Source: an optimization exercise on an open RTL-to-GDS flow (aim: small area, a short achievable clock period and few clock cycles per item). Production flows keep margins and buffers that such runs may drop.
Function was checked by simulation only, so behaviour that the tests miss may differ from the original.

## design/flow/flow/run.sh

```bash
#!/bin/bash
# The standard layout (standard.sh) with two changes:
#  - the ports get plain buf_2 buffers instead of the delay cells buffer_ports
#    picks by default (every port still gets its buffer);
#  - after the standard synthesis, flow/polopt.py chooses the polarity of each
#    full-adder cell (a full adder is self-dual) so that fewer inverters are
#    needed between adder cells, and rebuilds a half adder from plain gates
#    (xnor2, nand2) where its outputs are wanted inverted. Registers and their
#    names are untouched.
# Each tool's output goes to its own log file in this folder.
set -euo pipefail
export BUFFER_PORTS_ARGS="-buffer_cell sky130_fd_sc_hd__buf_2"
RES="$PWD/orfs/results/sky130hd/main/base"
bash standard.sh "$RES/1_2_yosys.v" > synth.log 2>&1
python3 flow/polopt.py "$RES/1_2_yosys.v" "$RES/1_2_yosys_pol.v" > polopt.log 2>&1
mv "$RES/1_2_yosys_pol.v" "$RES/1_2_yosys.v"
bash standard.sh > standard_flow.log 2>&1
```

## design/flow/flow/polopt.py

```python
#!/usr/bin/env python3
"""Full-adder polarity pass for a Yosys gate netlist (one flat module).

A full adder is self-dual: FA(~a,~b,~c) = (~sum, ~cout). Yosys's adder
extraction leaves inverters between adder cells; this pass chooses, for each
sky130 fa cell, whether to use it in inverted form so that as few inverters as
possible are needed, then rebuilds the inverters (one per signal and polarity).
The logic function of every net that is a port or a register input is unchanged.

usage: polopt.py IN.v OUT.v
"""
import re, sys
from collections import defaultdict

src = open(sys.argv[1]).read()
m = re.search(r'module\s+(\w+)\s*\((.*?)\);(.*)endmodule', src, re.S)
top, portlist, body = m.group(1), m.group(2), m.group(3)

# statements: declarations and cell instances
cell_re = re.compile(r'\s*(sky130_fd_sc_hd__\w+)\s+(\S+)\s*\((.*?)\);', re.S)
decl_re = re.compile(r'\s*(input|output|inout|wire)\b[^;]*;', re.S)
pin_re = re.compile(r'\.(\w+)\(\s*([^()]*?)\s*\)')

stmts = []
pos = 0
decls = []
cells = []
for mm in re.finditer(r'[^;]*;', body, re.S):
    st = mm.group(0)
    if decl_re.fullmatch(st):
        decls.append(st.strip())
    else:
        cm = cell_re.fullmatch(st)
        if not cm:
            if st.strip():
                raise SystemExit("unparsed statement: " + st.strip()[:200])
            continue
        pins = dict(pin_re.findall(cm.group(3)))
        cells.append([cm.group(1), cm.group(2), pins])

OUTPINS = {'X', 'Y', 'Q', 'Q_N', 'SUM', 'COUT', 'HI', 'LO'}
def is_inv(t):
    return re.match(r'sky130_fd_sc_hd__(clk)?inv_\d+$', t) is not None
def is_fa(t):
    return re.match(r'sky130_fd_sc_hd__fa_\d+$', t) is not None

outputs = set()
for d in decls:
    if d.startswith('output'):
        mm = re.match(r'output\s*(\[(\d+):(\d+)\])?\s*(\w+)\s*;', d)
        if mm.group(1):
            hi, lo = int(mm.group(2)), int(mm.group(3))
            for i in range(min(hi, lo), max(hi, lo) + 1):
                outputs.add(f"{mm.group(4)}[{i}]")
        else:
            outputs.add(mm.group(4))

# driver map
drv = {}
for c in cells:
    for p, n in c[2].items():
        if p in OUTPINS:
            drv[n] = c
inv_of = {}   # inverter output net -> input net
for c in cells:
    if is_inv(c[0]):
        inv_of[c[2]['Y']] = c[2]['A']

def root(n):
    """(root net, polarity): n == root ^ pol"""
    pol = 0
    while n in inv_of:
        n = inv_of[n]
        pol ^= 1
    return n, pol

# inverters that drive an output port stay as they are (their net names are fixed)
keep_inv = set()
for c in cells:
    if is_inv(c[0]) and c[2]['Y'] in outputs:
        keep_inv.add(c[1])

fas = [c for c in cells if is_fa(c[0])]
fa_of_out = {}
for c in fas:
    fa_of_out[c[2]['SUM']] = c
    fa_of_out[c[2]['COUT']] = c

# consumers: every input pin of a non-inverter cell (and kept inverters), wanting (root, pol)
cons = []   # [cell, pin, root, pol]
for c in cells:
    if is_inv(c[0]) and c[1] not in keep_inv:
        continue
    for p, n in c[2].items():
        if p in OUTPINS or n == '':
            continue
        r, q = root(n)
        cons.append([c, p, r, q])
cons_by_root = defaultdict(list)
for k in cons:
    cons_by_root[k[2]].append(k)

flip = {c[1]: 0 for c in fas}
def is_const(r):
    return r in ("1'h0", "1'h1", "1'b0", "1'b1")

def phys_pol(r):
    c = fa_of_out.get(r)
    return flip[c[1]] if c is not None else 0

def need(k):
    """polarity (relative to the root's function) this consumer needs"""
    c = k[0]
    return k[3] ^ (flip[c[1]] if is_fa(c[0]) else 0)

def root_cost(r):
    if is_const(r):
        return 0
    pp = phys_pol(r)
    return 1 if any(need(k) != pp for k in cons_by_root[r]) else 0

def local_roots(c):
    rs = set()
    for p in ('A', 'B', 'CIN'):
        rs.add(root(c[2][p])[0])
    rs.add(c[2]['SUM']); rs.add(c[2]['COUT'])
    return rs

total0 = sum(root_cost(r) for r in cons_by_root)
improved = True
rounds = 0
while improved and rounds < 50:
    improved = False
    rounds += 1
    for c in fas:
        rs = local_roots(c)
        before = sum(root_cost(r) for r in rs)
        flip[c[1]] ^= 1
        after = sum(root_cost(r) for r in rs)
        if after < before:
            improved = True
        else:
            flip[c[1]] ^= 1
total1 = sum(root_cost(r) for r in cons_by_root)
ninv0 = sum(1 for c in cells if is_inv(c[0]))
sys.stderr.write(f"polopt: {ninv0} inverters before; signals needing an inverter {total0} -> {total1}; "
                 f"{sum(flip.values())} of {len(fas)} adders flipped\n")

# half adders whose outputs are wanted inverted: build them from plain gates
# (xnor2 / nand2 give the inverted sum / carry directly), when that is smaller
def is_ha(t):
    return re.match(r'sky130_fd_sc_hd__ha_\d+$', t) is not None
ha_remap = {}   # HA cell name -> {'SUM': set(pols), 'COUT': set(pols)}
for c in cells:
    if not is_ha(c[0]):
        continue
    needs = {}
    for p in ('SUM', 'COUT'):
        r = c[2].get(p, '')
        needs[p] = {need(k) for k in cons_by_root.get(r, [])} if r else set()
    # area: ha 12.5, inv 3.75, xor2/xnor2 8.76, and2 6.26, nand2 3.75
    keep = 12.51 + 3.75 * (1 in needs['SUM']) + 3.75 * (1 in needs['COUT'])
    if len(needs['SUM']) > 1 or len(needs['COUT']) > 1:
        continue
    gates = 0.0
    gates += 8.76 if needs['SUM'] else 0.0
    gates += (3.75 if needs['COUT'] == {1} else 6.26) if needs['COUT'] else 0.0
    if gates < keep:
        ha_remap[c[1]] = needs

# rebuild
new_cells = []
inv_net = {}
newwires = []
def inverted(r):
    if r in ("1'h0", "1'b0"):
        return "1'h1"
    if r in ("1'h1", "1'b1"):
        return "1'h0"
    if r not in inv_net:
        nm = f"_polinv{len(inv_net)}_"
        inv_net[r] = nm
        newwires.append(nm)
        new_cells.append(['sky130_fd_sc_hd__inv_1', f"_polinv_cell{len(inv_net)}_", {'A': r, 'Y': nm}])
    return inv_net[r]

gate_out = {}   # (root net, polarity) -> replacement net driven by a plain gate
pending = []    # plain gates replacing half adders; built once the adders' inputs are rewired
for c in cells:
    if is_inv(c[0]) and c[1] not in keep_inv:
        continue
    if c[1] in ha_remap:
        needs = ha_remap[c[1]]
        for p, pols in needs.items():
            if not pols:
                continue
            pol = next(iter(pols))
            nm = f"_polg{len(gate_out)}_"
            newwires.append(nm)
            gate_out[(c[2][p], pol)] = nm
            pending.append((c, p, pol, nm, len(gate_out)))
        continue
    new_cells.append(c)
for k in cons:
    c, p, r, q = k
    want = need(k)
    if (r, want) in gate_out:
        c[2][p] = gate_out[(r, want)]
    else:
        c[2][p] = r if want == phys_pol(r) else inverted(r)
for c, p, pol, nm, i in pending:
    a, b = c[2]['A'], c[2]['B']
    if p == 'SUM':
        t = 'sky130_fd_sc_hd__xnor2_1' if pol else 'sky130_fd_sc_hd__xor2_1'
    else:
        t = 'sky130_fd_sc_hd__nand2_1' if pol else 'sky130_fd_sc_hd__and2_1'
    new_cells.append([t, f"_polg_cell{i}_", {'A': a, 'B': b, ('Y' if pol else 'X'): nm}])
# a flipped adder keeps its output nets: they now carry the inverted function, which
# phys_pol accounts for; every consumer was rewired above.

out = [f"module {top}({portlist});"]
out += ["  " + d for d in decls]
out += [f"  wire {w};" for w in newwires]
for t, nm, pins in new_cells:
    pl = ",\n".join(f"    .{p}({n}{' ' if n.startswith(chr(92)) else ''})" for p, n in pins.items())
    out.append(f"  {t} {nm} (\n{pl}\n  );")
out.append("endmodule")
open(sys.argv[2], 'w').write("\n".join(out) + "\n")
```

## design/flow/standard.sh

```bash
#!/bin/bash
# synth_recipe.tcl (not shown) runs the flow's synth.tcl, then flattens the netlist and writes it again
# the make line also repeats each setting of config.mk as NAME=value (left out here)
make -C /OpenROAD-flow-scripts/flow DESIGN_CONFIG=/design/flow/config.mk WORK_HOME=/design/flow/orfs CLKGATE_MAP_FILE= SYNTH_SCRIPT=/design/flow/synth_recipe.tcl "${@:-finish}"
```

## design/flow/config.mk

```make
export PLATFORM = sky130hd
export DESIGN_NAME = main
export DESIGN_NICKNAME = main
export VERILOG_FILES = /design/flow/design.v
export SDC_FILE = /design/flow/constraint.sdc
export NUM_CORES = 4
export LEC_CHECK = 0
export ABC_AREA = 1
export CAP_MARGIN = 20
export CORE_MARGIN = 2
export CORE_UTILIZATION = 40
export SETUP_SLACK_MARGIN = 3.5
export SLEW_MARGIN = 20
```

## design/flow/constraint.sdc

```tcl
create_clock -name core_clock -period 13.0 [get_ports {clk}]
set_input_delay 2.6000 -clock core_clock [delete_from_list [all_inputs] [get_ports {clk}]]
set_output_delay 2.6000 -clock core_clock [all_outputs]
set_load 0.01 [all_outputs]
```

## design/flow/design.v

```verilog
module bmul (
    input wire [13:0] a,
    input wire [15:0] b,
    input wire neg,
    output wire [15:0] p
);
    wire [16:0] be = {b, 1'b0};
    wire [14:0] ae = {a[13], a};
    wire n0 = be[2] ^ neg;
    wire o0 = be[1] ^ be[0];
    wire t0 = (be[2] & ~be[1] & ~be[0]) | (~be[2] & be[1] & be[0]);
    wire p0_0 = (o0 & ae[0]) ^ n0;
    wire p0_1 = ((o0 & ae[1]) | (t0 & ae[0])) ^ n0;
    wire p0_2 = ((o0 & ae[2]) | (t0 & ae[1])) ^ n0;
    wire p0_3 = ((o0 & ae[3]) | (t0 & ae[2])) ^ n0;
    wire p0_4 = ((o0 & ae[4]) | (t0 & ae[3])) ^ n0;
    wire p0_5 = ((o0 & ae[5]) | (t0 & ae[4])) ^ n0;
    wire p0_6 = ((o0 & ae[6]) | (t0 & ae[5])) ^ n0;
    wire p0_7 = ((o0 & ae[7]) | (t0 & ae[6])) ^ n0;
    wire p0_8 = ((o0 & ae[8]) | (t0 & ae[7])) ^ n0;
    wire p0_9 = ((o0 & ae[9]) | (t0 & ae[8])) ^ n0;
    wire p0_10 = ((o0 & ae[10]) | (t0 & ae[9])) ^ n0;
    wire p0_11 = ((o0 & ae[11]) | (t0 & ae[10])) ^ n0;
    wire p0_12 = ((o0 & ae[12]) | (t0 & ae[11])) ^ n0;
    wire p0_13 = ((o0 & ae[13]) | (t0 & ae[12])) ^ n0;
    wire p0_14 = ~(((o0 & ae[14]) | (t0 & ae[13])) ^ n0);
    wire n1 = be[4] ^ neg;
    wire o1 = be[3] ^ be[2];
    wire t1 = (be[4] & ~be[3] & ~be[2]) | (~be[4] & be[3] & be[2]);
    wire p1_0 = (o1 & ae[0]) ^ n1;
    wire p1_1 = ((o1 & ae[1]) | (t1 & ae[0])) ^ n1;
    wire p1_2 = ((o1 & ae[2]) | (t1 & ae[1])) ^ n1;
    wire p1_3 = ((o1 & ae[3]) | (t1 & ae[2])) ^ n1;
    wire p1_4 = ((o1 & ae[4]) | (t1 & ae[3])) ^ n1;
    wire p1_5 = ((o1 & ae[5]) | (t1 & ae[4])) ^ n1;
    wire p1_6 = ((o1 & ae[6]) | (t1 & ae[5])) ^ n1;
    wire p1_7 = ((o1 & ae[7]) | (t1 & ae[6])) ^ n1;
    wire p1_8 = ((o1 & ae[8]) | (t1 & ae[7])) ^ n1;
    wire p1_9 = ((o1 & ae[9]) | (t1 & ae[8])) ^ n1;
    wire p1_10 = ((o1 & ae[10]) | (t1 & ae[9])) ^ n1;
    wire p1_11 = ((o1 & ae[11]) | (t1 & ae[10])) ^ n1;
    wire p1_12 = ((o1 & ae[12]) | (t1 & ae[11])) ^ n1;
    wire p1_13 = ((o1 & ae[13]) | (t1 & ae[12])) ^ n1;
    wire p1_14 = ~(((o1 & ae[14]) | (t1 & ae[13])) ^ n1);
    wire n2 = be[6] ^ neg;
    wire o2 = be[5] ^ be[4];
    wire t2 = (be[6] & ~be[5] & ~be[4]) | (~be[6] & be[5] & be[4]);
    wire p2_0 = (o2 & ae[0]) ^ n2;
    wire p2_1 = ((o2 & ae[1]) | (t2 & ae[0])) ^ n2;
    wire p2_2 = ((o2 & ae[2]) | (t2 & ae[1])) ^ n2;
    wire p2_3 = ((o2 & ae[3]) | (t2 & ae[2])) ^ n2;
    wire p2_4 = ((o2 & ae[4]) | (t2 & ae[3])) ^ n2;
    wire p2_5 = ((o2 & ae[5]) | (t2 & ae[4])) ^ n2;
    wire p2_6 = ((o2 & ae[6]) | (t2 & ae[5])) ^ n2;
    wire p2_7 = ((o2 & ae[7]) | (t2 & ae[6])) ^ n2;
    wire p2_8 = ((o2 & ae[8]) | (t2 & ae[7])) ^ n2;
    wire p2_9 = ((o2 & ae[9]) | (t2 & ae[8])) ^ n2;
    wire p2_10 = ((o2 & ae[10]) | (t2 & ae[9])) ^ n2;
    wire p2_11 = ((o2 & ae[11]) | (t2 & ae[10])) ^ n2;
    wire p2_12 = ((o2 & ae[12]) | (t2 & ae[11])) ^ n2;
    wire p2_13 = ((o2 & ae[13]) | (t2 & ae[12])) ^ n2;
    wire p2_14 = ~(((o2 & ae[14]) | (t2 & ae[13])) ^ n2);
    wire n3 = be[8] ^ neg;
    wire o3 = be[7] ^ be[6];
    wire t3 = (be[8] & ~be[7] & ~be[6]) | (~be[8] & be[7] & be[6]);
    wire p3_0 = (o3 & ae[0]) ^ n3;
    wire p3_1 = ((o3 & ae[1]) | (t3 & ae[0])) ^ n3;
    wire p3_2 = ((o3 & ae[2]) | (t3 & ae[1])) ^ n3;
    wire p3_3 = ((o3 & ae[3]) | (t3 & ae[2])) ^ n3;
    wire p3_4 = ((o3 & ae[4]) | (t3 & ae[3])) ^ n3;
    wire p3_5 = ((o3 & ae[5]) | (t3 & ae[4])) ^ n3;
    wire p3_6 = ((o3 & ae[6]) | (t3 & ae[5])) ^ n3;
    wire p3_7 = ((o3 & ae[7]) | (t3 & ae[6])) ^ n3;
    wire p3_8 = ((o3 & ae[8]) | (t3 & ae[7])) ^ n3;
    wire p3_9 = ((o3 & ae[9]) | (t3 & ae[8])) ^ n3;
    wire p3_10 = ((o3 & ae[10]) | (t3 & ae[9])) ^ n3;
    wire p3_11 = ((o3 & ae[11]) | (t3 & ae[10])) ^ n3;
    wire p3_12 = ((o3 & ae[12]) | (t3 & ae[11])) ^ n3;
    wire p3_13 = ((o3 & ae[13]) | (t3 & ae[12])) ^ n3;
    wire p3_14 = ~(((o3 & ae[14]) | (t3 & ae[13])) ^ n3);
    wire n4 = be[10] ^ neg;
    wire o4 = be[9] ^ be[8];
    wire t4 = (be[10] & ~be[9] & ~be[8]) | (~be[10] & be[9] & be[8]);
    wire p4_0 = (o4 & ae[0]) ^ n4;
    wire p4_1 = ((o4 & ae[1]) | (t4 & ae[0])) ^ n4;
    wire p4_2 = ((o4 & ae[2]) | (t4 & ae[1])) ^ n4;
    wire p4_3 = ((o4 & ae[3]) | (t4 & ae[2])) ^ n4;
    wire p4_4 = ((o4 & ae[4]) | (t4 & ae[3])) ^ n4;
    wire p4_5 = ((o4 & ae[5]) | (t4 & ae[4])) ^ n4;
    wire p4_6 = ((o4 & ae[6]) | (t4 & ae[5])) ^ n4;
    wire p4_7 = ((o4 & ae[7]) | (t4 & ae[6])) ^ n4;
    wire p4_8 = ((o4 & ae[8]) | (t4 & ae[7])) ^ n4;
    wire p4_9 = ((o4 & ae[9]) | (t4 & ae[8])) ^ n4;
    wire p4_10 = ((o4 & ae[10]) | (t4 & ae[9])) ^ n4;
    wire p4_11 = ((o4 & ae[11]) | (t4 & ae[10])) ^ n4;
    wire p4_12 = ((o4 & ae[12]) | (t4 & ae[11])) ^ n4;
    wire p4_13 = ((o4 & ae[13]) | (t4 & ae[12])) ^ n4;
    wire p4_14 = ~(((o4 & ae[14]) | (t4 & ae[13])) ^ n4);
    wire n5 = be[12] ^ neg;
    wire o5 = be[11] ^ be[10];
    wire t5 = (be[12] & ~be[11] & ~be[10]) | (~be[12] & be[11] & be[10]);
    wire p5_0 = (o5 & ae[0]) ^ n5;
    wire p5_1 = ((o5 & ae[1]) | (t5 & ae[0])) ^ n5;
    wire p5_2 = ((o5 & ae[2]) | (t5 & ae[1])) ^ n5;
    wire p5_3 = ((o5 & ae[3]) | (t5 & ae[2])) ^ n5;
    wire p5_4 = ((o5 & ae[4]) | (t5 & ae[3])) ^ n5;
    wire p5_5 = ((o5 & ae[5]) | (t5 & ae[4])) ^ n5;
    wire p5_6 = ((o5 & ae[6]) | (t5 & ae[5])) ^ n5;
    wire p5_7 = ((o5 & ae[7]) | (t5 & ae[6])) ^ n5;
    wire p5_8 = ((o5 & ae[8]) | (t5 & ae[7])) ^ n5;
    wire p5_9 = ((o5 & ae[9]) | (t5 & ae[8])) ^ n5;
    wire p5_10 = ((o5 & ae[10]) | (t5 & ae[9])) ^ n5;
    wire p5_11 = ((o5 & ae[11]) | (t5 & ae[10])) ^ n5;
    wire p5_12 = ((o5 & ae[12]) | (t5 & ae[11])) ^ n5;
    wire p5_13 = ((o5 & ae[13]) | (t5 & ae[12])) ^ n5;
    wire p5_14 = ~(((o5 & ae[14]) | (t5 & ae[13])) ^ n5);
    wire n6 = be[14] ^ neg;
    wire o6 = be[13] ^ be[12];
    wire t6 = (be[14] & ~be[13] & ~be[12]) | (~be[14] & be[13] & be[12]);
    wire p6_0 = (o6 & ae[0]) ^ n6;
    wire p6_1 = ((o6 & ae[1]) | (t6 & ae[0])) ^ n6;
    wire p6_2 = ((o6 & ae[2]) | (t6 & ae[1])) ^ n6;
    wire p6_3 = ((o6 & ae[3]) | (t6 & ae[2])) ^ n6;
    wire p6_4 = ((o6 & ae[4]) | (t6 & ae[3])) ^ n6;
    wire p6_5 = ((o6 & ae[5]) | (t6 & ae[4])) ^ n6;
    wire p6_6 = ((o6 & ae[6]) | (t6 & ae[5])) ^ n6;
    wire p6_7 = ((o6 & ae[7]) | (t6 & ae[6])) ^ n6;
    wire p6_8 = ((o6 & ae[8]) | (t6 & ae[7])) ^ n6;
    wire p6_9 = ((o6 & ae[9]) | (t6 & ae[8])) ^ n6;
    wire p6_10 = ((o6 & ae[10]) | (t6 & ae[9])) ^ n6;
    wire p6_11 = ((o6 & ae[11]) | (t6 & ae[10])) ^ n6;
    wire p6_12 = ((o6 & ae[12]) | (t6 & ae[11])) ^ n6;
    wire p6_13 = ((o6 & ae[13]) | (t6 & ae[12])) ^ n6;
    wire p6_14 = ~(((o6 & ae[14]) | (t6 & ae[13])) ^ n6);
    wire n7 = be[16] ^ neg;
    wire o7 = be[15] ^ be[14];
    wire t7 = (be[16] & ~be[15] & ~be[14]) | (~be[16] & be[15] & be[14]);
    wire p7_0 = (o7 & ae[0]) ^ n7;
    wire p7_1 = ((o7 & ae[1]) | (t7 & ae[0])) ^ n7;
    wire p7_2 = ((o7 & ae[2]) | (t7 & ae[1])) ^ n7;
    wire p7_3 = ((o7 & ae[3]) | (t7 & ae[2])) ^ n7;
    wire p7_4 = ((o7 & ae[4]) | (t7 & ae[3])) ^ n7;
    wire p7_5 = ((o7 & ae[5]) | (t7 & ae[4])) ^ n7;
    wire p7_6 = ((o7 & ae[6]) | (t7 & ae[5])) ^ n7;
    wire p7_7 = ((o7 & ae[7]) | (t7 & ae[6])) ^ n7;
    wire p7_8 = ((o7 & ae[8]) | (t7 & ae[7])) ^ n7;
    wire p7_9 = ((o7 & ae[9]) | (t7 & ae[8])) ^ n7;
    wire p7_10 = ((o7 & ae[10]) | (t7 & ae[9])) ^ n7;
    wire p7_11 = ((o7 & ae[11]) | (t7 & ae[10])) ^ n7;
    wire p7_12 = ((o7 & ae[12]) | (t7 & ae[11])) ^ n7;
    wire w1 = 1'b1 ^ n7;
    wire w2 = 1'b1 & n7;
    wire w3 = n5 ^ p0_10;
    wire w4 = n5 & p0_10;
    wire w5 = p0_11 ^ p1_9;
    wire w6 = p0_11 & p1_9;
    wire w7 = n6 ^ p0_12 ^ p1_10;
    wire w8 = (n6 & p0_12) | (n6 & p1_10) | (p0_12 & p1_10);
    wire w9 = p2_8 ^ p3_6;
    wire w10 = p2_8 & p3_6;
    wire w11 = p0_13 ^ p1_11 ^ p2_9;
    wire w12 = (p0_13 & p1_11) | (p0_13 & p2_9) | (p1_11 & p2_9);
    wire w13 = p3_7 ^ p4_5;
    wire w14 = p3_7 & p4_5;
    wire w15 = w1 ^ p0_14 ^ p1_12;
    wire w16 = (w1 & p0_14) | (w1 & p1_12) | (p0_14 & p1_12);
    wire w17 = p2_10 ^ p3_8 ^ p4_6;
    wire w18 = (p2_10 & p3_8) | (p2_10 & p4_6) | (p3_8 & p4_6);
    wire w19 = p5_4 ^ p6_2;
    wire w20 = p5_4 & p6_2;
    wire w21 = 1'b1 ^ w2 ^ p1_13;
    wire w22 = (1'b1 & w2) | (1'b1 & p1_13) | (w2 & p1_13);
    wire w23 = p2_11 ^ p3_9 ^ p4_7;
    wire w24 = (p2_11 & p3_9) | (p2_11 & p4_7) | (p3_9 & p4_7);
    wire w25 = p5_5 ^ p6_3 ^ p7_1;
    wire w26 = (p5_5 & p6_3) | (p5_5 & p7_1) | (p6_3 & p7_1);
    wire w27 = p1_14 ^ p2_12 ^ p3_10;
    wire w28 = (p1_14 & p2_12) | (p1_14 & p3_10) | (p2_12 & p3_10);
    wire w29 = p4_8 ^ p5_6 ^ p6_4;
    wire w30 = (p4_8 & p5_6) | (p4_8 & p6_4) | (p5_6 & p6_4);
    wire w31 = 1'b1 ^ p2_13 ^ p3_11;
    wire w32 = (1'b1 & p2_13) | (1'b1 & p3_11) | (p2_13 & p3_11);
    wire w33 = p4_9 ^ p5_7;
    wire w34 = p4_9 & p5_7;
    wire w35 = p2_14 ^ p3_12 ^ p4_10;
    wire w36 = (p2_14 & p3_12) | (p2_14 & p4_10) | (p3_12 & p4_10);
    wire w37 = 1'b1 ^ p3_13;
    wire w38 = 1'b1 & p3_13;
    wire w39 = n3 ^ p0_6;
    wire w40 = n3 & p0_6;
    wire w41 = p0_7 ^ p1_5;
    wire w42 = p0_7 & p1_5;
    wire w43 = n4 ^ p0_8 ^ p1_6;
    wire w44 = (n4 & p0_8) | (n4 & p1_6) | (p0_8 & p1_6);
    wire w45 = p2_4 ^ p3_2;
    wire w46 = p2_4 & p3_2;
    wire w47 = p0_9 ^ p1_7 ^ p2_5;
    wire w48 = (p0_9 & p1_7) | (p0_9 & p2_5) | (p1_7 & p2_5);
    wire w49 = p3_3 ^ p4_1;
    wire w50 = p3_3 & p4_1;
    wire w51 = p1_8 ^ p2_6 ^ p3_4;
    wire w52 = (p1_8 & p2_6) | (p1_8 & p3_4) | (p2_6 & p3_4);
    wire w53 = p4_2 ^ p5_0 ^ w3;
    wire w54 = (p4_2 & p5_0) | (p4_2 & w3) | (p5_0 & w3);
    wire w55 = p2_7 ^ p3_5 ^ p4_3;
    wire w56 = (p2_7 & p3_5) | (p2_7 & p4_3) | (p3_5 & p4_3);
    wire w57 = p5_1 ^ w4 ^ w5;
    wire w58 = (p5_1 & w4) | (p5_1 & w5) | (w4 & w5);
    wire w59 = p4_4 ^ p5_2 ^ p6_0;
    wire w60 = (p4_4 & p5_2) | (p4_4 & p6_0) | (p5_2 & p6_0);
    wire w61 = w6 ^ w9 ^ w7;
    wire w62 = (w6 & w9) | (w6 & w7) | (w9 & w7);
    wire w63 = p5_3 ^ p6_1 ^ w10;
    wire w64 = (p5_3 & p6_1) | (p5_3 & w10) | (p6_1 & w10);
    wire w65 = w13 ^ w8 ^ w11;
    wire w66 = (w13 & w8) | (w13 & w11) | (w8 & w11);
    wire w67 = p7_0 ^ w14 ^ w19;
    wire w68 = (p7_0 & w14) | (p7_0 & w19) | (w14 & w19);
    wire w69 = w12 ^ w15 ^ w17;
    wire w70 = (w12 & w15) | (w12 & w17) | (w15 & w17);
    wire w71 = w20 ^ w16 ^ w18;
    wire w72 = (w20 & w16) | (w20 & w18) | (w16 & w18);
    wire w73 = w21 ^ w23 ^ w25;
    wire w74 = (w21 & w23) | (w21 & w25) | (w23 & w25);
    wire w75 = p7_2 ^ w22 ^ w24;
    wire w76 = (p7_2 & w22) | (p7_2 & w24) | (w22 & w24);
    wire w77 = w26 ^ w27 ^ w29;
    wire w78 = (w26 & w27) | (w26 & w29) | (w27 & w29);
    wire w79 = p6_5 ^ p7_3 ^ w33;
    wire w80 = (p6_5 & p7_3) | (p6_5 & w33) | (p7_3 & w33);
    wire w81 = w28 ^ w30 ^ w31;
    wire w82 = (w28 & w30) | (w28 & w31) | (w30 & w31);
    wire w83 = p5_8 ^ p6_6 ^ p7_4;
    wire w84 = (p5_8 & p6_6) | (p5_8 & p7_4) | (p6_6 & p7_4);
    wire w85 = w34 ^ w32 ^ w35;
    wire w86 = (w34 & w32) | (w34 & w35) | (w32 & w35);
    wire w87 = p4_11 ^ p5_9 ^ p6_7;
    wire w88 = (p4_11 & p5_9) | (p4_11 & p6_7) | (p5_9 & p6_7);
    wire w89 = p7_5 ^ w37 ^ w36;
    wire w90 = (p7_5 & w37) | (p7_5 & w36) | (w37 & w36);
    wire w91 = p3_14 ^ p4_12 ^ p5_10;
    wire w92 = (p3_14 & p4_12) | (p3_14 & p5_10) | (p4_12 & p5_10);
    wire w93 = p6_8 ^ p7_6 ^ w38;
    wire w94 = (p6_8 & p7_6) | (p6_8 & w38) | (p7_6 & w38);
    wire w95 = 1'b1 ^ p4_13 ^ p5_11;
    wire w96 = (1'b1 & p4_13) | (1'b1 & p5_11) | (p4_13 & p5_11);
    wire w97 = p6_9 ^ p7_7;
    wire w98 = p6_9 & p7_7;
    wire w99 = p4_14 ^ p5_12 ^ p6_10;
    wire w100 = (p4_14 & p5_12) | (p4_14 & p6_10) | (p5_12 & p6_10);
    wire w101 = 1'b1 ^ p5_13;
    wire w102 = 1'b1 & p5_13;
    wire w103 = n2 ^ p0_4;
    wire w104 = n2 & p0_4;
    wire w105 = p0_5 ^ p1_3;
    wire w106 = p0_5 & p1_3;
    wire w107 = p1_4 ^ p2_2 ^ p3_0;
    wire w108 = (p1_4 & p2_2) | (p1_4 & p3_0) | (p2_2 & p3_0);
    wire w109 = p2_3 ^ p3_1 ^ w40;
    wire w110 = (p2_3 & p3_1) | (p2_3 & w40) | (p3_1 & w40);
    wire w111 = p4_0 ^ w42 ^ w45;
    wire w112 = (p4_0 & w42) | (p4_0 & w45) | (w42 & w45);
    wire w113 = w46 ^ w49 ^ w44;
    wire w114 = (w46 & w49) | (w46 & w44) | (w49 & w44);
    wire w115 = w50 ^ w48 ^ w51;
    wire w116 = (w50 & w48) | (w50 & w51) | (w48 & w51);
    wire w117 = w52 ^ w55 ^ w54;
    wire w118 = (w52 & w55) | (w52 & w54) | (w55 & w54);
    wire w119 = w56 ^ w59 ^ w58;
    wire w120 = (w56 & w59) | (w56 & w58) | (w59 & w58);
    wire w121 = w60 ^ w63 ^ w62;
    wire w122 = (w60 & w63) | (w60 & w62) | (w63 & w62);
    wire w123 = w64 ^ w67 ^ w66;
    wire w124 = (w64 & w67) | (w64 & w66) | (w67 & w66);
    wire w125 = w68 ^ w70 ^ w71;
    wire w126 = (w68 & w70) | (w68 & w71) | (w70 & w71);
    wire w127 = w72 ^ w74 ^ w75;
    wire w128 = (w72 & w74) | (w72 & w75) | (w74 & w75);
    wire w129 = w79 ^ w76 ^ w78;
    wire w130 = (w79 & w76) | (w79 & w78) | (w76 & w78);
    wire w131 = w83 ^ w80 ^ w82;
    wire w132 = (w83 & w80) | (w83 & w82) | (w80 & w82);
    wire w133 = w84 ^ w87 ^ w86;
    wire w134 = (w84 & w87) | (w84 & w86) | (w87 & w86);
    wire w135 = w88 ^ w91 ^ w93;
    wire w136 = (w88 & w91) | (w88 & w93) | (w91 & w93);
    wire w137 = w97 ^ w92 ^ w95;
    wire w138 = (w97 & w92) | (w97 & w95) | (w92 & w95);
    wire w139 = p7_8 ^ w98 ^ w96;
    wire w140 = (p7_8 & w98) | (p7_8 & w96) | (w98 & w96);
    wire w141 = p6_11 ^ p7_9 ^ w101;
    wire w142 = (p6_11 & p7_9) | (p6_11 & w101) | (p7_9 & w101);
    wire w143 = p5_14 ^ p6_12 ^ p7_10;
    wire w144 = (p5_14 & p6_12) | (p5_14 & p7_10) | (p6_12 & p7_10);
    wire w145 = 1'b1 ^ p6_13;
    wire w146 = 1'b1 & p6_13;
    wire w147 = n1 ^ p0_2;
    wire w148 = n1 & p0_2;
    wire w149 = p0_3 ^ p1_1;
    wire w150 = p0_3 & p1_1;
    wire w151 = p1_2 ^ p2_0 ^ w103;
    wire w152 = (p1_2 & p2_0) | (p1_2 & w103) | (p2_0 & w103);
    wire w153 = p2_1 ^ w104 ^ w105;
    wire w154 = (p2_1 & w104) | (p2_1 & w105) | (w104 & w105);
    wire w155 = w106 ^ w39 ^ w107;
    wire w156 = (w106 & w39) | (w106 & w107) | (w39 & w107);
    wire w157 = w41 ^ w108 ^ w109;
    wire w158 = (w41 & w108) | (w41 & w109) | (w108 & w109);
    wire w159 = w43 ^ w110 ^ w111;
    wire w160 = (w43 & w110) | (w43 & w111) | (w110 & w111);
    wire w161 = w47 ^ w112 ^ w113;
    wire w162 = (w47 & w112) | (w47 & w113) | (w112 & w113);
    wire w163 = w53 ^ w114 ^ w115;
    wire w164 = (w53 & w114) | (w53 & w115) | (w114 & w115);
    wire w165 = w57 ^ w116 ^ w117;
    wire w166 = (w57 & w116) | (w57 & w117) | (w116 & w117);
    wire w167 = w61 ^ w118 ^ w119;
    wire w168 = (w61 & w118) | (w61 & w119) | (w118 & w119);
    wire w169 = w65 ^ w120 ^ w121;
    wire w170 = (w65 & w120) | (w65 & w121) | (w120 & w121);
    wire w171 = w69 ^ w122 ^ w123;
    wire w172 = (w69 & w122) | (w69 & w123) | (w122 & w123);
    wire w173 = w73 ^ w124 ^ w125;
    wire w174 = (w73 & w124) | (w73 & w125) | (w124 & w125);
    wire w175 = w77 ^ w126 ^ w127;
    wire w176 = (w77 & w126) | (w77 & w127) | (w126 & w127);
    wire w177 = w81 ^ w128 ^ w129;
    wire w178 = (w81 & w128) | (w81 & w129) | (w128 & w129);
    wire w179 = w85 ^ w130 ^ w131;
    wire w180 = (w85 & w130) | (w85 & w131) | (w130 & w131);
    wire w181 = w89 ^ w132 ^ w133;
    wire w182 = (w89 & w132) | (w89 & w133) | (w132 & w133);
    wire w183 = w90 ^ w135 ^ w134;
    wire w184 = (w90 & w135) | (w90 & w134) | (w135 & w134);
    wire w185 = w94 ^ w137 ^ w136;
    wire w186 = (w94 & w137) | (w94 & w136) | (w137 & w136);
    wire w187 = w99 ^ w138 ^ w139;
    wire w188 = (w99 & w138) | (w99 & w139) | (w138 & w139);
    wire w189 = w100 ^ w141 ^ w140;
    wire w190 = (w100 & w141) | (w100 & w140) | (w141 & w140);
    wire w191 = w102 ^ w143 ^ w142;
    wire w192 = (w102 & w143) | (w102 & w142) | (w143 & w142);
    wire w193 = p7_11 ^ w145 ^ w144;
    wire w194 = (p7_11 & w145) | (p7_11 & w144) | (w145 & w144);
    wire w195 = p6_14 ^ p7_12 ^ w146;
    wire w196 = (p6_14 & p7_12) | (p6_14 & w146) | (p7_12 & w146);
    wire [26:0] sx = {w194, w192, w190, w188, w186, w184, w182, w180, w178, w176, w174, w172, w170, w168, w166, w164, w162, w160, w158, w156, w154, w152, w150, w148, w147, p0_1, n0};
    wire [26:0] sy = {w195, w193, w191, w189, w187, w185, w183, w181, w179, w177, w175, w173, w171, w169, w167, w165, w163, w161, w159, w157, w155, w153, w151, w149, p1_0, 1'b0, p0_0};
    wire [26:0] sum = sx + sy;
    assign p = sum[26:11];
endmodule
module pre85 (
    input wire [14:0] X2,
    output wire [9:0] u1
);
    wire w1 = X2[0] ^ X2[2];
    wire w2 = X2[0] & X2[2];
    wire w3 = X2[1] ^ X2[3];
    wire w4 = X2[1] & X2[3];
    wire w5 = X2[2] ^ X2[4];
    wire w6 = X2[2] & X2[4];
    wire w7 = X2[3] ^ X2[5];
    wire w8 = X2[3] & X2[5];
    wire w9 = X2[4] ^ X2[6];
    wire w10 = X2[4] & X2[6];
    wire w11 = X2[5] ^ X2[7];
    wire w12 = X2[5] & X2[7];
    wire w13 = X2[6] ^ X2[8];
    wire w14 = X2[6] & X2[8];
    wire w15 = X2[7] ^ X2[9];
    wire w16 = X2[7] & X2[9];
    wire w17 = X2[8] ^ X2[10];
    wire w18 = X2[8] & X2[10];
    wire w19 = X2[0] ^ X2[2];
    wire w20 = X2[0] & X2[2];
    wire w21 = X2[1] ^ X2[3];
    wire w22 = X2[1] & X2[3];
    wire w23 = X2[4] ^ X2[6] ^ X2[0];
    wire w24 = (X2[4] & X2[6]) | (X2[4] & X2[0]) | (X2[6] & X2[0]);
    wire w25 = X2[5] ^ X2[7] ^ w2;
    wire w26 = (X2[5] & X2[7]) | (X2[5] & w2) | (X2[7] & w2);
    wire w27 = X2[6] ^ X2[8] ^ w4;
    wire w28 = (X2[6] & X2[8]) | (X2[6] & w4) | (X2[8] & w4);
    wire w29 = X2[7] ^ X2[9] ^ w6;
    wire w30 = (X2[7] & X2[9]) | (X2[7] & w6) | (X2[9] & w6);
    wire w31 = X2[8] ^ X2[10] ^ w8;
    wire w32 = (X2[8] & X2[10]) | (X2[8] & w8) | (X2[10] & w8);
    wire w33 = X2[9] ^ X2[11] ^ w10;
    wire w34 = (X2[9] & X2[11]) | (X2[9] & w10) | (X2[11] & w10);
    wire w35 = X2[10] ^ X2[12] ^ w12;
    wire w36 = (X2[10] & X2[12]) | (X2[10] & w12) | (X2[12] & w12);
    wire w37 = X2[11] ^ X2[13] ^ w14;
    wire w38 = (X2[11] & X2[13]) | (X2[11] & w14) | (X2[13] & w14);
    wire w39 = X2[12] ^ X2[14] ^ w16;
    wire w40 = (X2[12] & X2[14]) | (X2[12] & w16) | (X2[14] & w16);
    wire w41 = X2[9] ^ X2[11] ^ X2[13];
    wire w42 = (X2[9] & X2[11]) | (X2[9] & X2[13]) | (X2[11] & X2[13]);
    wire w43 = X2[10] ^ X2[12];
    wire w44 = X2[10] & X2[12];
    wire w45 = X2[0] ^ X2[2];
    wire w46 = X2[0] & X2[2];
    wire w47 = X2[1] ^ X2[3];
    wire w48 = X2[1] & X2[3];
    wire w49 = X2[4] ^ X2[0] ^ w19;
    wire w50 = (X2[4] & X2[0]) | (X2[4] & w19) | (X2[0] & w19);
    wire w51 = X2[5] ^ w20 ^ w21;
    wire w52 = (X2[5] & w20) | (X2[5] & w21) | (w20 & w21);
    wire w53 = w22 ^ w1 ^ w23;
    wire w54 = (w22 & w1) | (w22 & w23) | (w1 & w23);
    wire w55 = w3 ^ w24 ^ w25;
    wire w56 = (w3 & w24) | (w3 & w25) | (w24 & w25);
    wire w57 = w5 ^ w26 ^ w27;
    wire w58 = (w5 & w26) | (w5 & w27) | (w26 & w27);
    wire w59 = w7 ^ w28 ^ w29;
    wire w60 = (w7 & w28) | (w7 & w29) | (w28 & w29);
    wire w61 = w9 ^ w30 ^ w31;
    wire w62 = (w9 & w30) | (w9 & w31) | (w30 & w31);
    wire w63 = w11 ^ w32 ^ w33;
    wire w64 = (w11 & w32) | (w11 & w33) | (w32 & w33);
    wire w65 = w13 ^ w34 ^ w35;
    wire w66 = (w13 & w34) | (w13 & w35) | (w34 & w35);
    wire w67 = w15 ^ w36 ^ w37;
    wire w68 = (w15 & w36) | (w15 & w37) | (w36 & w37);
    wire w69 = w17 ^ w38 ^ w39;
    wire w70 = (w17 & w38) | (w17 & w39) | (w38 & w39);
    wire w71 = w18 ^ w41 ^ w40;
    wire w72 = (w18 & w41) | (w18 & w40) | (w41 & w40);
    wire w73 = X2[14] ^ w43 ^ w42;
    wire w74 = (X2[14] & w43) | (X2[14] & w42) | (w43 & w42);
    wire w75 = X2[11] ^ X2[13] ^ w44;
    wire w76 = (X2[11] & X2[13]) | (X2[11] & w44) | (X2[13] & w44);
    wire w77 = X2[12] ^ X2[14];
    wire w78 = X2[12] & X2[14];
    wire [20:0] sx = {X2[14], w78, w76, w74, w72, w70, w68, w66, w64, w62, w60, w58, w56, w54, w52, w50, w48, w46, w45, X2[1], X2[0]};
    wire [20:0] sy = {1'b0, X2[13], w77, w75, w73, w71, w69, w67, w65, w63, w61, w59, w57, w55, w53, w51, w49, w47, X2[0], 1'b0, X2[0]};
    wire [20:0] sum = sx + sy;
    assign u1 = sum[20:11];
endmodule
module pre2 (
    input wire [13:0] T,
    input wire s,
    output wire [8:0] q
);
    wire [13:0] Tn = T ^ {14{~s}};
    wire sgn = ~s & Tn[13];
    wire m3 = ~s & Tn[0];
    wire m4 = s ? T[0] : Tn[1];
    wire m5 = s ? T[1] : Tn[2];
    wire m6 = s ? T[2] : Tn[3];
    wire m7 = s ? T[3] : Tn[4];
    wire m8 = s ? T[4] : Tn[5];
    wire m9 = s ? T[5] : Tn[6];
    wire m10 = s ? T[6] : Tn[7];
    wire m11 = s ? T[7] : Tn[8];
    wire m12 = s ? T[8] : Tn[9];
    wire m13 = s ? T[9] : Tn[10];
    wire m14 = s ? T[10] : Tn[11];
    wire m15 = s ? T[11] : Tn[12];
    wire m16 = s ? T[12] : Tn[13];
    wire m17 = s ? T[13] : sgn;
    wire w1 = s ^ ~s;
    wire w2 = s & ~s;
    wire w3 = s ^ m4;
    wire w4 = s & m4;
    wire w5 = s ^ m5;
    wire w6 = s & m5;
    wire w7 = s ^ m6;
    wire w8 = s & m6;
    wire w9 = s ^ m7;
    wire w10 = s & m7;
    wire w11 = s ^ m8;
    wire w12 = s & m8;
    wire w13 = s ^ ~s;
    wire w14 = s & ~s;
    wire w15 = s ^ Tn[1];
    wire w16 = s & Tn[1];
    wire w17 = s ^ Tn[2];
    wire w18 = s & Tn[2];
    wire w19 = m3 ^ Tn[3] ^ w1;
    wire w20 = (m3 & Tn[3]) | (m3 & w1) | (Tn[3] & w1);
    wire w21 = Tn[4] ^ w2 ^ w3;
    wire w22 = (Tn[4] & w2) | (Tn[4] & w3) | (w2 & w3);
    wire w23 = Tn[5] ^ w4 ^ w5;
    wire w24 = (Tn[5] & w4) | (Tn[5] & w5) | (w4 & w5);
    wire w25 = Tn[6] ^ w6 ^ w7;
    wire w26 = (Tn[6] & w6) | (Tn[6] & w7) | (w6 & w7);
    wire w27 = Tn[7] ^ w8 ^ w9;
    wire w28 = (Tn[7] & w8) | (Tn[7] & w9) | (w8 & w9);
    wire w29 = Tn[8] ^ w10 ^ w11;
    wire w30 = (Tn[8] & w10) | (Tn[8] & w11) | (w10 & w11);
    wire w31 = m9 ^ Tn[9] ^ w12;
    wire w32 = (m9 & Tn[9]) | (m9 & w12) | (Tn[9] & w12);
    wire w33 = m10 ^ Tn[10];
    wire w34 = m10 & Tn[10];
    wire w35 = m11 ^ Tn[11];
    wire w36 = m11 & Tn[11];
    wire w37 = m12 ^ Tn[12];
    wire w38 = m12 & Tn[12];
    wire w39 = m13 ^ Tn[13];
    wire w40 = m13 & Tn[13];
    wire w41 = m14 ^ sgn;
    wire w42 = m14 & sgn;
    wire w43 = m15 ^ sgn;
    wire w44 = m15 & sgn;
    wire w45 = m16 ^ sgn;
    wire w46 = m16 & sgn;
    wire w47 = m17 ^ sgn;
    wire w48 = m17 & sgn;
    wire w49 = w13 & Tn[0];
    wire w50 = w13 ^ Tn[0];
    wire w51 = w14 & w15;
    wire w52 = w14 ^ w15;
    wire w53 = w16 & w17;
    wire w54 = w16 ^ w17;
    wire w55 = w18 & w19;
    wire w56 = w18 ^ w19;
    wire w57 = w20 & w21;
    wire w58 = w20 ^ w21;
    wire w59 = w22 & w23;
    wire w60 = w22 ^ w23;
    wire w61 = w24 & w25;
    wire w62 = w24 ^ w25;
    wire w63 = w26 & w27;
    wire w64 = w26 ^ w27;
    wire w65 = w28 & w29;
    wire w66 = w28 ^ w29;
    wire w67 = w30 & w31;
    wire w68 = w30 ^ w31;
    wire w69 = w32 & w33;
    wire w70 = w32 ^ w33;
    wire w71 = w34 & w35;
    wire w72 = w34 ^ w35;
    wire w73 = w36 & w37;
    wire w74 = w36 ^ w37;
    wire w75 = w38 & w39;
    wire w76 = w38 ^ w39;
    wire w77 = w40 & w41;
    wire w78 = w40 ^ w41;
    wire w79 = w42 & w43;
    wire w80 = w42 ^ w43;
    wire w81 = w44 & w45;
    wire w82 = w44 ^ w45;
    wire w83 = w46 & w47;
    wire w84 = w46 ^ w47;
    wire w85 = w51 | (w52 & w49);
    wire w86 = w55 | (w56 & w53);
    wire w87 = w56 & w54;
    wire w88 = w59 | (w60 & w57);
    wire w89 = w60 & w58;
    wire w90 = w63 | (w64 & w61);
    wire w91 = w64 & w62;
    wire w92 = w67 | (w68 & w65);
    wire w93 = w68 & w66;
    wire w94 = w71 | (w72 & w69);
    wire w95 = w72 & w70;
    wire w96 = w75 | (w76 & w73);
    wire w97 = w76 & w74;
    wire w98 = w79 | (w80 & w77);
    wire w99 = w80 & w78;
    wire w100 = w83 | (w84 & w81);
    wire w101 = w84 & w82;
    wire w102 = w53 | (w54 & w85);
    wire w103 = w86 | (w87 & w85);
    wire w104 = w61 | (w62 & w88);
    wire w105 = w62 & w89;
    wire w106 = w90 | (w91 & w88);
    wire w107 = w91 & w89;
    wire w108 = w69 | (w70 & w92);
    wire w109 = w70 & w93;
    wire w110 = w94 | (w95 & w92);
    wire w111 = w95 & w93;
    wire w112 = w77 | (w78 & w96);
    wire w113 = w78 & w97;
    wire w114 = w98 | (w99 & w96);
    wire w115 = w99 & w97;
    wire w116 = w57 | (w58 & w103);
    wire w117 = w88 | (w89 & w103);
    wire w118 = w104 | (w105 & w103);
    wire w119 = w106 | (w107 & w103);
    wire w120 = w73 | (w74 & w110);
    wire w121 = w74 & w111;
    wire w122 = w96 | (w97 & w110);
    wire w123 = w97 & w111;
    wire w124 = w112 | (w113 & w110);
    wire w125 = w113 & w111;
    wire w126 = w114 | (w115 & w110);
    wire w127 = w115 & w111;
    wire w128 = w65 | (w66 & w119);
    wire w129 = w92 | (w93 & w119);
    wire w130 = w108 | (w109 & w119);
    wire w131 = w110 | (w111 & w119);
    wire w132 = w120 | (w121 & w119);
    wire w133 = w122 | (w123 & w119);
    wire w134 = w124 | (w125 & w119);
    wire w135 = w126 | (w127 & w119);
    wire w136 = w81 | (w82 & w135);
    wire w137 = w100 | (w101 & w135);
    wire w138 = w68 ^ w128;
    wire w139 = w70 ^ w129;
    wire w140 = w72 ^ w130;
    wire w141 = w74 ^ w131;
    wire w142 = w76 ^ w132;
    wire w143 = w78 ^ w133;
    wire w144 = w80 ^ w134;
    wire w145 = w82 ^ w135;
    wire w146 = w84 ^ w136;
    assign q = {w146, w145, w144, w143, w142, w141, w140, w139, w138};
endmodule
module main (
    input wire [15:0] v, x,
    input wire clk, reset, start,
    output wire done,
    output wire [15:0] final_result
);
    reg [5:0] p;
    reg done_r;
    reg [14:0] X2;
    reg [13:0] T;
    reg [15:0] F;
    wire [9:0] u1;
    pre85 p85 (.X2(X2), .u1(u1));
    wire [8:0] a23;
    pre2 p23 (.T(T), .s(p[2]), .q(a23));
    wire [8:0] t9 = T[8:0];
    wire k1 = (t9 != 9'd0), k2 = (t9 >= 9'd90), k3 = (t9 >= 9'd179);
    wire k4 = (t9 >= 9'd268), k5 = (t9 >= 9'd357), k6 = (t9 >= 9'd446);
    wire [2:0] a4 = {k4, (k2 & ~k4) | k6, (k1 & ~k2) | (k3 & ~k4) | (k5 & ~k6)};
    wire [13:0] ra = p[1] ? 14'd2048 : F[13:0];
    wire [13:0] rb = p[1] ? {1'b1, ~X2[14:1]} : T;
    wire [14:0] rc;
    wire [13:0] acc_n;
    assign rc[0] = p[1] & ~X2[0];
    genvar i;
    generate
        for (i = 0; i < 14; i = i + 1) begin : rip
            assign acc_n[i] = ra[i] ^ rb[i] ^ rc[i];
            assign rc[i+1] = (ra[i] & rb[i]) | (ra[i] & rc[i]) | (rb[i] & rc[i]);
        end
    endgenerate
    wire [13:0] accf = F[13:0] + T;
    wire [13:0] A = ({14{p[0]}} & x[13:0]) | ({14{p[1]}} & {4'b0, u1}) |
                    ({14{p[2] | p[3]}} & {5'b0, a23}) | ({14{p[4]}} & {11'b0, a4}) |
                    ({14{p[5]}} & accf);
    wire [15:0] B = ({16{p[0]}} & {{2{x[13]}}, x[13:0]}) | ({16{p[5]}} & v) |
                    ({16{~p[0] & ~p[5]}} & {1'b0, X2});
    wire [15:0] P;
    bmul mul (.a(A), .b(B), .neg(p[2] | p[4]), .p(P));
    always @(posedge clk) begin
        if (reset) begin
            p <= 6'b000001;
            done_r <= 1'b0;
        end else begin
            if (p[0]) begin
                if (start) begin p <= 6'b000010; done_r <= 1'b0; end
            end else begin
                p <= {p[4:0], p[5]};
                if (p[5]) done_r <= 1'b1;
            end
        end
    end
    always @(posedge clk) begin
        if (p[0]) X2 <= P[14:0];
        T <= P[13:0];
        if (p[5]) F <= P;
        else if (!p[0]) F[13:0] <= acc_n;
    end
    assign done = done_r;
    assign final_result = F;
endmodule
```

==> results of run 1 <==
## path summary, 6_finish.rpt
path	startpoint	to	slack [ns]	cells past startpoint
worst min-delay path	done_r	done_r	0.45	2
worst min register to register	done_r	done_r	0.45	2
worst max-delay path	X2[4]	F[7]	4.19	33
worst max register to register	X2[4]	F[7]	4.19	33
## routing by layer
metal  share of wire  track usage
met1            0.42        0.331
met2            0.48        0.442
met3           0.060       0.0243
met4           0.039       0.0961
met5               0            0
## through the flow
step / setup WS [ns] / std cells / area (um^2)
global placement: 3.73 / 2127 / 12500
floorplan: 5.25 / 1715 / 11900
detailed placement: 3.69 / 2127 / 12500
finish: 4.19 / 2137 / 12700
global route: 3.58 / 2137 / 12700
CTS: 3.65 / 2135 / 12700
## sequential cells by signal (all words and copies together) (netlist names)
name,cells
F,16
T,14
X2,15
done_r,1
p,6
## cell type report
type	instances	area (um^2)
well taps	390	488
clock inverters	3	28.8
fillers	3099	16700
repair buffers	66	373
inverters	213	800
multi-input cells	1408	9540
clock buffers	5	125
flip-flops and latches	52	1350
## critical path: cells and delay by family, from the launching register on
| kind | cells | cell delay, ns |
|---|---|---|
| flip-flops | 1 | 0.59 |
| buffers and inverters | 2 | 0.12 |
| adder cells (fa/ha/maj) | 9 | 3.85 |
| XOR/XNOR | 1 | 0.46 |
| AND/OR/NAND/NOR | 16 | 2.57 |
| AO/OA/AOI/OAI | 5 | 1.03 |
==> qor.yml, run 1 <==
die:
  fp.dieH_um: 176
  die_x_um: 176
  dieArea_um2: 31100
  start_util: 0.404
  rows: 63
  placeableCoreArea_um2: 29400
  io-pin-count: 52
drt:
  avgViaCountPerCell: 5.38
  drcViolationCount: 0
  final_antenna_net_count: 0
  vias: 11488
  routed_wl_um: 39500
  drtIter0Drc: 1186
  dr.pass1.iters: 5
  wire_per_inst_um: 18.5
clocking:
  clkSinkCount: 52
  cts_inserted_buffers: 5
  htree_levels: 2
  postCtsResizedCells: 0
  clk_pin_slew_ns: 0.08
  root_buffer: "clkbuf_16"
  postCtsHoldBufs: 0
  cts_tree: "yes"
  insertion_delay_ns: 0.30
  postCtsSetupRepairBufs: 0
  clock_path_buffers: 2
sta:
  fin_setup_tns_ns: 0
  rsz0062_at_grt: "no"
  worst_pin_slew_ns: 1.00
  period_needed_ns: 8.81
  hold_violations: 0
  slew_headroom: 0.330
  drv_slew: 0
  holdWs_ns: 0.450
  fin_crit_sh: 0.678
  setup_viol: 0
  clock_skew_ns: 0.00917
  fmax_ghz: 0.114
place:
  dp_hpwl_um: 32500
  gp_congestion: 0.959
  io_buffers: 49
critical_path:
  endpoint_kind: "register"
  cpMostUsedCell: "nand2_1"
  slowest_delay_ns: 0.78
  path_class: "reg -> reg"
  required_ns: 13.16
  cp_max_fo: 16
  arrival_ns: 8.96
  start_kind: "register"
  cpMaxStageDelayCell: "nand4_1"
job:
  drv_cap: 0
global_route:
  track_usage: 0.255
  grt_pass1_wl_um: 61600
  grt_pass1_vias: 11276
  antenna_found_initial: 0
  overflow: 0
  grt_max_degree: 50
layout:
  syn2layout_area_growth_pct: 7.01
  antenna_cells: 0
  fin_util: 0.432
  nets: 2001
  drive_above_1_share: 0.0607
  final_common_cell: "nand2_1"
  layout_common_cells: "531 x nand2_1, 213 x inv_1, 118 x fa_1"
logic_synthesis:
  synth_area_um2: 11900
  syn_area_per_cell_um2: 6.93
  syn_nets: 1970
  synthCells: 1715
  yosys_warnings: 1
hold_path:
  hp-class: "reg -> reg"
outcome:
  outcome: "finished clean"
Testbench counts, summed over its fixed seeds: cycles 14,400, items 2,400.
==> run 2, diff against run 1 <==
--- a/design/flow/config.mk
+++ b/design/flow/config.mk
@@ -9,5 +9,5 @@
 export CAP_MARGIN = 20
 export CORE_MARGIN = 2
 export CORE_UTILIZATION = 40
-export SETUP_SLACK_MARGIN = 3.5
+export SETUP_SLACK_MARGIN = 4.0
 export SLEW_MARGIN = 20
==> run 2 against run 1 <==
Against the previous run:
- still clean on timing, DRC and antenna
- first-iteration DRC count fell by 12%
- core utilization rose by 0.21 points
- sequential cell count did not move
- hold slack barely moved
- area after synthesis did not move
- via count rose by 0.61%
- design area rose by 0.49%
==> qor.yml, run 2 <==
logic_synthesis:
  synthCells: 1715  # unchanged
  syn_nets: 1970  # unchanged
  yosys_warnings: 1  # unchanged
  synth_area_um2: 11900  # unchanged
  syn_area_per_cell_um2: 6.93  # unchanged
layout:
  final_common_cell: "nand2_1"
  drive_above_1_share: 0.0656  # +0.00493
  multi_input_area_um2: 9560  # +0.14%
  seqCellArea_um2: 1350  # unchanged
  layout_common_cells: "531 x nand2_1, 212 x inv_1, 118 x fa_1"
  largest-register: "F"
  largest_reg_flops: 16  # unchanged
  antenna_cells: 0  # unchanged
  fillCellCount: 3092  # -0.23%
  reg_top3: "F x16, X2 x15, T x14"
  syn2layout_area_growth_pct: 7.53
  fin_area_um2: 12800  # +0.49%
  nets: 2007  # +0.30%
hold_path:
  hp-class: "reg -> reg"
  whs_path_depth: 2  # unchanged
  min_to: "done_r"
  hp-start: "done_r"
drt:
  wl_met1_um: 16600  # -0.31%
  avgViaCountPerCell: 5.39  # +0.33%
  dr_wl_met3_um: 2420  # +3.1%
  vias: 11558  # +0.61%
  routed_wl_um: 39400  # -0.15%
  drcViolationCount: 0  # unchanged
  wl_met2_um: 18700  # -1.3%
  final_antenna_net_count: 0  # unchanged
  drtIter0Drc: 1044  # -12%
  wire_per_inst_um: 18.4  # -0.43%
  dr.pass1.iters: 5  # unchanged
  routed.top_layer: "met4"
clocking:
  cts_tree: "yes"
  htree_levels: 2  # unchanged
  postCtsHoldBufs: 0  # unchanged
  clkSinkCount: 52  # unchanged
  clk_pin_slew_ns: 0.08  # about the same
  cts_inserted_buffers: 5  # unchanged
  clock_path_buffers: 2  # unchanged
  insertion_delay_ns: 0.30  # about the same
  root_buffer: "clkbuf_16"
place:
  gp_congestion: 0.959  # unchanged
  io_buffers: 49  # unchanged
  dp_hpwl_um: 32500  # unchanged
  place_area_um2: 12500  # unchanged
global_route:
  overflow: 0  # unchanged
  grt_pass1_vias: 11273  # -0.027%
  grt_pass1_wl_um: 61600  # about the same
  track_usage: 0.256  # about the same
  antenna_found_initial: 0  # unchanged
  grt_max_degree: 50  # unchanged
die:
  start_util: 0.404  # unchanged
  io-pin-count: 52  # unchanged
  rows: 63  # unchanged
  fp.dieH_um: 176  # unchanged
  die_x_um: 176  # unchanged
  placeableCoreArea_um2: 29400  # unchanged
  dieArea_um2: 31100  # unchanged
sta:
  hold_violations: 0  # unchanged
  drv_slew: 0  # unchanged
  fmax_ghz: 0.119  # +4.6%
  rsz0062_at_grt: "no"
  fin_crit_sh: 0.648  # -0.0300
  clock_skew_ns: 0.00820  # -0.000978 ns
  slew_headroom: 0.364  # +0.0337
  fin_setup_tns_ns: 0  # unchanged
  setup_viol: 0  # unchanged
  worst_pin_slew_ns: 0.951  # -0.0504 ns
  period_needed_ns: 8.42  # -0.389 ns
critical_path:
  reg2regPathDepth: 38  # +15%
  r2r_start: "p[2]"
  endpoint_kind: "register"
  cp_max_fo: 8  # -8
  arrival_ns: 8.51  # -0.45 ns
  path_class: "in -> reg"
  rrSetupSlack_ns: 4.64  # +0.45 ns
  start_kind: "input port"
  required_ns: 13.09  # -0.07 ns
  r2r-end: "X2[13]"
job:
  drv_cap: 0  # unchanged
outcome:
  outcome: "finished clean"
-- run 2: through the flow --
step | util | std cells | hold slack [ns] | setup WS [ns]
4_1_cts | 0.432 | 2138 | 0.455 | 4.25
3_5_place_dp | 0.426 | 2127 | 0.443 | 3.69
2_1_floorplan | - | 1715 | 0.471 | 5.25
5_1_grt | 0.434 | 2143 | 0.467 | 4.00
3_3_place_gp | 0.426 | 2127 | 0.435 | 3.73
6_report | 0.434 | 2143 | 0.451 | 4.58
-- run 2: repair_timing --
| item | 4_1_cts | 5_1_grt |
|---|---|---|
| pin swaps | 1 | 1 |
| gates resized for setup | 0 | 4 |
| endpoints found under the setup margin | 16 | 15 |
| setup buffers | 3 | 5 |
-- run 2: cell type report --
| cell class | instances | area share |
|---|---|---|
| clock inverter | 3 | 0.00225 |
| multi-input combinational | 1408 | 0.748 |
| timing repair buffer | 72 | 0.0327 |
| clock buffer | 5 | 0.00980 |
| sequential | 52 | 0.106 |
| inverter | 213 | 0.0629 |
| tap | 390 | 0.0382 |
-- run 2: how the worst max path moves through the flow --
stage,to,slack [ns],startpoint
2_1_floorplan,F[15],5.25,p[2]
3_3_place_gp,X2[13],3.73,p[2]
3_5_place_dp,F[7],3.69,p[2]
4_1_cts,F[7],4.25,X2[4]
5_1_grt,X2[13],4.00,p[2]
6_report,F[15],4.58,x[5]
-- run 2: metal layers --
| layer | global-route usage | vias to the layer above |
|---|---|---|
| li1 | - | 5603 |
| met1 | 0.331 | 5435 |
| met2 | 0.439 | 423 |
| met3 | 0.0258 | 97 |
| met4 | 0.100 | 0 |
| met5 | 0 | - |
-- run 2: critical path: stages --
cell and delay [ns]:
buf_2 0.10, nand2_1 0.10, nand2_1 0.08, a21oi_1 0.31, inv_1 0.16, nor2_1 0.19, nand2_1 0.07, o21ai_1 0.42
inv_1 0.33, o22ai_1 0.27, xor2_1 0.20, fa_1 0.48, fa_1 0.40, inv_1 0.08, fa_1 0.43, fa_1 0.45
ha_1 0.40, nand2_1 0.14, nor2_1 0.07, inv_1 0.07, nor2_1 0.06, o21a_1 0.11, a2111oi_0 0.32, nand2_1 0.18
nand2_1 0.09, o211ai_1 0.09, xor2_1 0.30
==> run 3, diff against run 2 <==
--- a/design/flow/config.mk
+++ b/design/flow/config.mk
@@ -11,3 +11,4 @@
 export CORE_UTILIZATION = 40
 export SETUP_SLACK_MARGIN = 4.0
 export SLEW_MARGIN = 20
+export SYNTH_HIERARCHICAL = 1
==> run 3 against run 2 <==
Against the previous run:
- register-to-register slack got worse by 0.08 ns
- hold slack better by 0.028 ns
- final cell count grew 2.4%
- count of clock-buffer cells in the layout is the same
- area after synthesis is 7.4% higher
- first-iteration DRC count up 3.4%
- global-route usage down 1.6 points
- core utilization fell by 1.0 points
- highest routed layer unchanged
==> qor.yml, run 3 <==
layout:
  nets: 2049  # +2.1%
  reg_top3: "F x16, X2 x15, T x14"
  layout_common_cells: "503 x nand2_1, 239 x inv_1, 128 x nor2_1"
  drive_above_1_share: 0.0853  # +0.0197
  largest-register: "F"
  antenna_cells: 0  # unchanged
  fin_area_um2: 13400  # +4.6%
  fillCellCount: 3228  # +4.4%
  final_common_cell: "nand2_1"
  syn2layout_area_growth_pct: 4.67
  largest_reg_flops: 16  # unchanged
sta:
  setup_viol: 0  # unchanged
  period_needed_ns: 8.44  # +0.0167 ns
  fin_crit_sh: 0.649  # +0.00129
  worst_pin_slew_ns: 1.08  # +0.131 ns
  setup_ws_ns: 4.56  # -0.0167 ns
  fmax_ghz: 0.119  # -0.20%
  slew_headroom: 0.279  # -0.0849
  rsz0062_at_grt: "no"
  clock_skew_ns: 0.0115  # +0.00326 ns
  drv_slew: 0  # unchanged
  hold_violations: 0  # unchanged
  fin_setup_tns_ns: 0  # unchanged
critical_path:
  slowest_delay_ns: 0.61  # +0.13 ns
  start_kind: "register"
  cpMostUsedCell: "nand2_1"
  path_class: "reg -> reg"
  arrival_ns: 8.47  # -0.04 ns
  endpoint_kind: "register"
  cpMaxStageDelayCell: "inv_1"
  required_ns: 13.03  # -0.06 ns
  cp_max_fo: 16  # +8
logic_synthesis:
  synth_area_um2: 12800  # +7.4%
  yosys_warnings: 7  # +6
  syn_area_per_cell_um2: 7.12  # +2.8%
  synthCells: 1792  # +4.5%
  syn_nets: 2049  # +4.0%
clocking:
  htree_levels: 2  # unchanged
  cts_inserted_buffers: 5  # unchanged
  clock_path_buffers: 2  # unchanged
  insertion_delay_ns: 0.30  # about the same
  clk_pin_slew_ns: 0.08  # about the same
  cts_tree: "yes"
  clkSinkCount: 52  # unchanged
  root_buffer: "clkbuf_16"
die:
  die_x_um: 183  # +3.6%
  io-pin-count: 52  # unchanged
  rows: 65  # +3.2%
  placeableCoreArea_um2: 31500  # +7.0%
  start_util: 0.405  # +0.00139
  fp.dieH_um: 183  # +3.6%
  dieArea_um2: 33300  # +7.2%
drt:
  avgViaCountPerCell: 5.43  # +0.67%
  drtIter0Drc: 1079  # +3.4%
  routed.top_layer: "met4"
  final_antenna_net_count: 0  # unchanged
  dr_wl_met3_um: 2960  # +22%
  wire_per_inst_um: 18.1  # -1.5%
  routed_wl_um: 39800  # +0.89%
  dr.pass1.iters: 6  # +1
  wl_met2_um: 17400  # -6.7%
  drcViolationCount: 0  # unchanged
  wl_met1_um: 18100  # +9.0%
  vias: 11918  # +3.1%
global_route:
  track_usage: 0.239  # -0.0164
  grt_pass1_vias: 11185  # -0.78%
  antenna_found_initial: 0  # unchanged
  grt_pass1_wl_um: 62300  # +1.2%
  overflow: 0  # unchanged
  grt_max_degree: 54  # +8.0%
place:
  io_buffers: 49  # unchanged
  dp_hpwl_um: 32600  # +0.56%
  gp_congestion: 0.967  # +0.90%
  place_area_um2: 13200  # +5.1%
  place_ws_ns: 4.44  # +0.751 ns
job:
  drv_cap: 0  # unchanged
outcome:
  outcome: "finished clean"
hold_path:
  hp-class: "reg -> reg"
==> run 3: critical path, delay by kind of cell, from the launching register on <==
family                     cells  cell delay, ns
buffers and inverters          4            0.85
and+or+nand+nor               16            1.99
adders and majority gates      9            3.86
xor gates and xnor gates       1            0.20
DFF                            1            0.57
AOI/OAI and AO/OA              4            0.69
==> run 3: per-layer routing <==
layer,vias up,global-route usage
li1,5773,-
met1,5630,0.348
met2,461,0.372
met3,54,0.0245
met4,0,0.0777
met5,-,0
==> run 3: what timing repair did <==
| item | CTS | global route |
|---|---|---|
| endpoints found under the setup margin | 0 | 2 |
| buffers inserted | 0 | 2 |
| hold buffers | 0 | 0 |
| resized for setup | 0 | 2 |
==> run 3: worst paths after layout <==
kind / startpoint / endpoint / slack [ns] / cells past startpoint
setup / recovery: X2[4] / F[12] / 4.56 / 34
hold / removal: done_r / done_r / 0.48 / 2
setup reg to reg: X2[4] / F[12] / 4.56 / 34
hold reg to reg: done_r / done_r / 0.48 / 2
==> run 3: cell type report <==
type	instances	area (um^2)	area share
clock buffers	5	125	0.00937
clock inverters	3	27.5	0.00206
inverters	241	912	0.0683
multi-input cells	1436	10100	0.759
flip-flops and latches	52	1350	0.101
well taps	402	503	0.0377
repair buffers	56	298	0.0223
==> run 3: metrics by stage <==
stage | hold WS [ns] | instances | util
2_1_floorplan | 0.448 | 1792 | -
3_3_place_gp | 0.462 | 2185 | 0.419
3_5_place_dp | 0.472 | 2185 | 0.419
4_1_cts | 0.479 | 2193 | 0.424
5_1_grt | 0.505 | 2195 | 0.424
6_report | 0.478 | 2195 | 0.424

-- re-timing with driven ports --
No port has a modelled driver above. Below, the same layouts with a new extraction and two added sets of constraints. Step 1 (the two cells are an assumption about what drives the block):
set clk [get_ports {clk}]
set_driving_cell -lib_cell sky130_fd_sc_hd__clkbuf_16 $clk
set_driving_cell -lib_cell sky130_fd_sc_hd__buf_2 [delete_from_list [all_inputs] $clk]
Step 2 moves the port delays by t, midway between the first and last clock arrival at a register: inputs arrive t later, outputs are due t later. That takes back most of the time a late clock gives input paths. a / b / c = ideal / step 1 / step 2; a / b = the first two.
run | shift t [ns] | setup WS [ns] | clock arrival spread, ns | slew at the worst register clock pin (ns)
run 1 | 0.338 | 4.191 / 4.191 / 4.163 | 0.009 / 0.009 | 0.08 / 0.08
run 2 | 0.337 | 4.580 / 4.596 / 4.259 | 0.009 / 0.008 | 0.08 / 0.08
run 3 | 0.331 | 4.563 / 4.563 / 4.295 | 0.011 / 0.011 | 0.08 / 0.08
After both steps setup and hold are still met in every run listed. For run 2, which loses most, drivers alone change the setup slack by +0.016 ns; drivers and shift together by -0.321 ns.
